Context: an optimization exercise on an open-source flow, tuned for small area and a short achievable clock period. The choices shown serve that exercise and are no tape-out recipe. Function was checked by simulation only, so behaviour that the tests miss may differ from the original. Power is estimated from default activity; no workload was simulated.

Design MIPS, start of the top module:
module MIPS (
  input  wire        CLK,
  input  wire        RST,
  input  wire [31:0] instr,
  input  wire [31:0] ReadData,
  output wire [31:0] PC,
  output wire [31:0] ALUOut,
  output wire [31:0] WriteData,
  output wire        MemWrite
);
wire MemtoReg, ALUSrc, RegDst, RegWrite, Branch, Jump, Sub;
wire SelAnd, SelOr, SelSlt, Mul;
Control_Unit CU (
  .OpCode(instr[31:26]), .Funct(instr[5:0]),
  .MemtoReg(MemtoReg), .MemWrite(MemWrite), .ALUSrc(ALUSrc),
  .RegDst(RegDst), .RegWrite(RegWrite), .Branch(Branch), .Jump(Jump),
  .Sub(Sub), .SelAnd(SelAnd), .SelOr(SelOr), .SelSlt(SelSlt), .Mul(Mul)
);
Data_Path DP (
  .CLK(CLK), .RST(RST), .instr(instr), .ReadData(ReadData),
  .PC(PC), .ALUOut(ALUOut), .WriteData(WriteData),
  .MemtoReg(MemtoReg), .ALUSrc(ALUSrc), .RegDst(RegDst), .RegWrite(RegWrite),
  .Branch(Branch), .Jump(Jump), .Sub(Sub),
  .SelAnd(SelAnd), .SelOr(SelOr), .SelSlt(SelSlt), .Mul(Mul)
);
endmodule
Size in the first run: ~7,600 cells after synthesis.
==> module Register_File, before the edit <==
module Register_File (
  input  [1023:0] Regs,       
  input  [31:0]   Sel,        
  input           Hit,        
  input  [31:0]   Byp,
  output [31:0]   RD
);
reg [31:0] r;
integer k;
always @* begin
  r = {32{Hit}} & Byp;
  for (k = 0; k < 32; k = k + 1)
    r = r | ({32{Sel[k]}} & Regs[32*k +: 32]);
end
assign RD = r;
endmodule
==> flow/config.mk <==
export PLATFORM = sky130hd
export DESIGN_NAME = MIPS
export DESIGN_NICKNAME = MIPS
export VERILOG_FILES = /design/flow/design.v
export SDC_FILE = /design/flow/constraint.sdc
export NUM_CORES = 8
export LEC_CHECK = 0
export CAP_MARGIN = 20
export CORE_MARGIN = 2
export CORE_UTILIZATION = 55
export CTS_BUF_LIST = sky130_fd_sc_hd__clkbuf_8
export CTS_CLUSTER_DIAMETER = 50
export CTS_CLUSTER_SIZE = 16
export PLACE_DENSITY = 0.7
export SETUP_SLACK_MARGIN = 5
export SLEW_MARGIN = 20
export SYNTH_HIERARCHICAL = 1
==> flow/constraint.sdc <==
create_clock -name core_clock -period 17.0 [get_ports {CLK}]
set_input_delay 3.4000 -clock core_clock [delete_from_list [all_inputs] [get_ports {CLK}]]
set_output_delay 3.4000 -clock core_clock [all_outputs]
set_load 0.01 [all_outputs]
standard.sh (not shown) runs the stock make flow with config.mk's settings and CLKGATE_MAP_FILE= SYNTH_SCRIPT=/design/flow/synth_recipe.tcl, a recipe that flattens the netlist after the stock synthesis.
==> flow/flow/run.sh <==
#!/bin/bash
# Layout flow: the standard synthesis and layout (standard.sh), with two
# changes to how the layout is made:
#  - the port buffers are buf_2 cells (the default choice is a slow delay
#    buffer whose footprint the resizer may not change);
#  - timing repair aims for 6.5 ns of setup slack instead of 5.
# Each step's full output goes to a log file of its own in this folder.
set -euo pipefail
export BUFFER_PORTS_ARGS="-buffer_cell sky130_fd_sc_hd__buf_2"
bash standard.sh synth > synth.log 2>&1
bash standard.sh SETUP_SLACK_MARGIN=6.5 finish > layout.log 2>&1
Change:
--- a/flow/design.v
+++ b/flow/design.v
@@ -1709,14 +1709,32 @@
   input  [31:0]   Byp,
   output [31:0]   RD
 );
-reg [31:0] r;
-integer k;
-always @* begin
-  r = {32{Hit}} & Byp;
-  for (k = 0; k < 32; k = k + 1)
-    r = r | ({32{Sel[k]}} & Regs[32*k +: 32]);
-end
-assign RD = r;
+wire [32:0]   s = {Hit, Sel};
+wire [1055:0] d = {Byp, Regs};            
+wire [351:0]  y;                          
+genvar t, b;
+generate
+  for (t = 0; t < 11; t = t + 1) begin : tr
+    for (b = 0; b < 32; b = b + 2) begin : bt
+      Read_Cell c (
+        .s0(s[3*t]), .s1(s[3*t+1]), .s2(s[3*t+2]),
+        .d0({d[32*(3*t)   + b + 1], d[32*(3*t)   + b]}),
+        .d1({d[32*(3*t+1) + b + 1], d[32*(3*t+1) + b]}),
+        .d2({d[32*(3*t+2) + b + 1], d[32*(3*t+2) + b]}),
+        .y ({y[11*(b+1) + t], y[11*b + t]})
+      );
+    end
+  end
+  for (b = 0; b < 32; b = b + 1) begin : nd
+    Read_Nand n (.y(y[11*b +: 11]), .o(RD[b]));
+  end
+endgenerate
+endmodule
+module Read_Cell (input s0, s1, s2, input [1:0] d0, d1, d2, output [1:0] y);
+assign y = ~(({2{s0}} & d0) | ({2{s1}} & d1) | ({2{s2}} & d2));
+endmodule
+module Read_Nand (input [10:0] y, output o);
+assign o = ~&y;
 endmodule
 module ALU (
   input  [31:0] SrcA, SrcB,
After rerunning:
- The new run finished with timing, DRC and antenna clean
- non-clock buffer count went up by 53
- clock skew went down by 0.010 ns
- global-route usage went down by 4.2 points
- critical path depth went down by 1
- power went down by 0.75%
- core utilization went up by 1.6 points
- combinational power went up by about 3%
- clock-buffer cell count went down by 8
- worst setup slack gets worse by 0.011 ns
- final area went down by 0.93%
- worst hold slack hardly moves
- routed wire length went down by 11%
- cell count went down by 4.6%

[what the ideal ports hide]
The flow's constraints put no driver on any port. The routed layouts listed below were extracted and timed again, unchanged, in two steps. Step 1 sets driving cells, clkbuf_16 on the clock port and buf_2 on the other inputs (assumed; they add their load-dependent delay and slew). Step 2 also shifts input and output timing later by t, the mid clock arrival at the registers, as if the neighbouring blocks saw the same clock. Three values: no drivers, after step 1, after step 2; two values: the first two.
run	t, ns	slack for setup (ns)	hold slack, ns
the first run	0.994	6.380 / 6.357 / 5.543	0.466 / 0.466 / 0.466
the second run	0.955	6.369 / 6.256 / 5.504	0.466 / 0.466 / 0.466
After both steps every run listed still meets setup and hold. For the second run, which loses most, drivers alone change the setup slack by -0.113 ns; drivers and shift together by -0.865 ns.
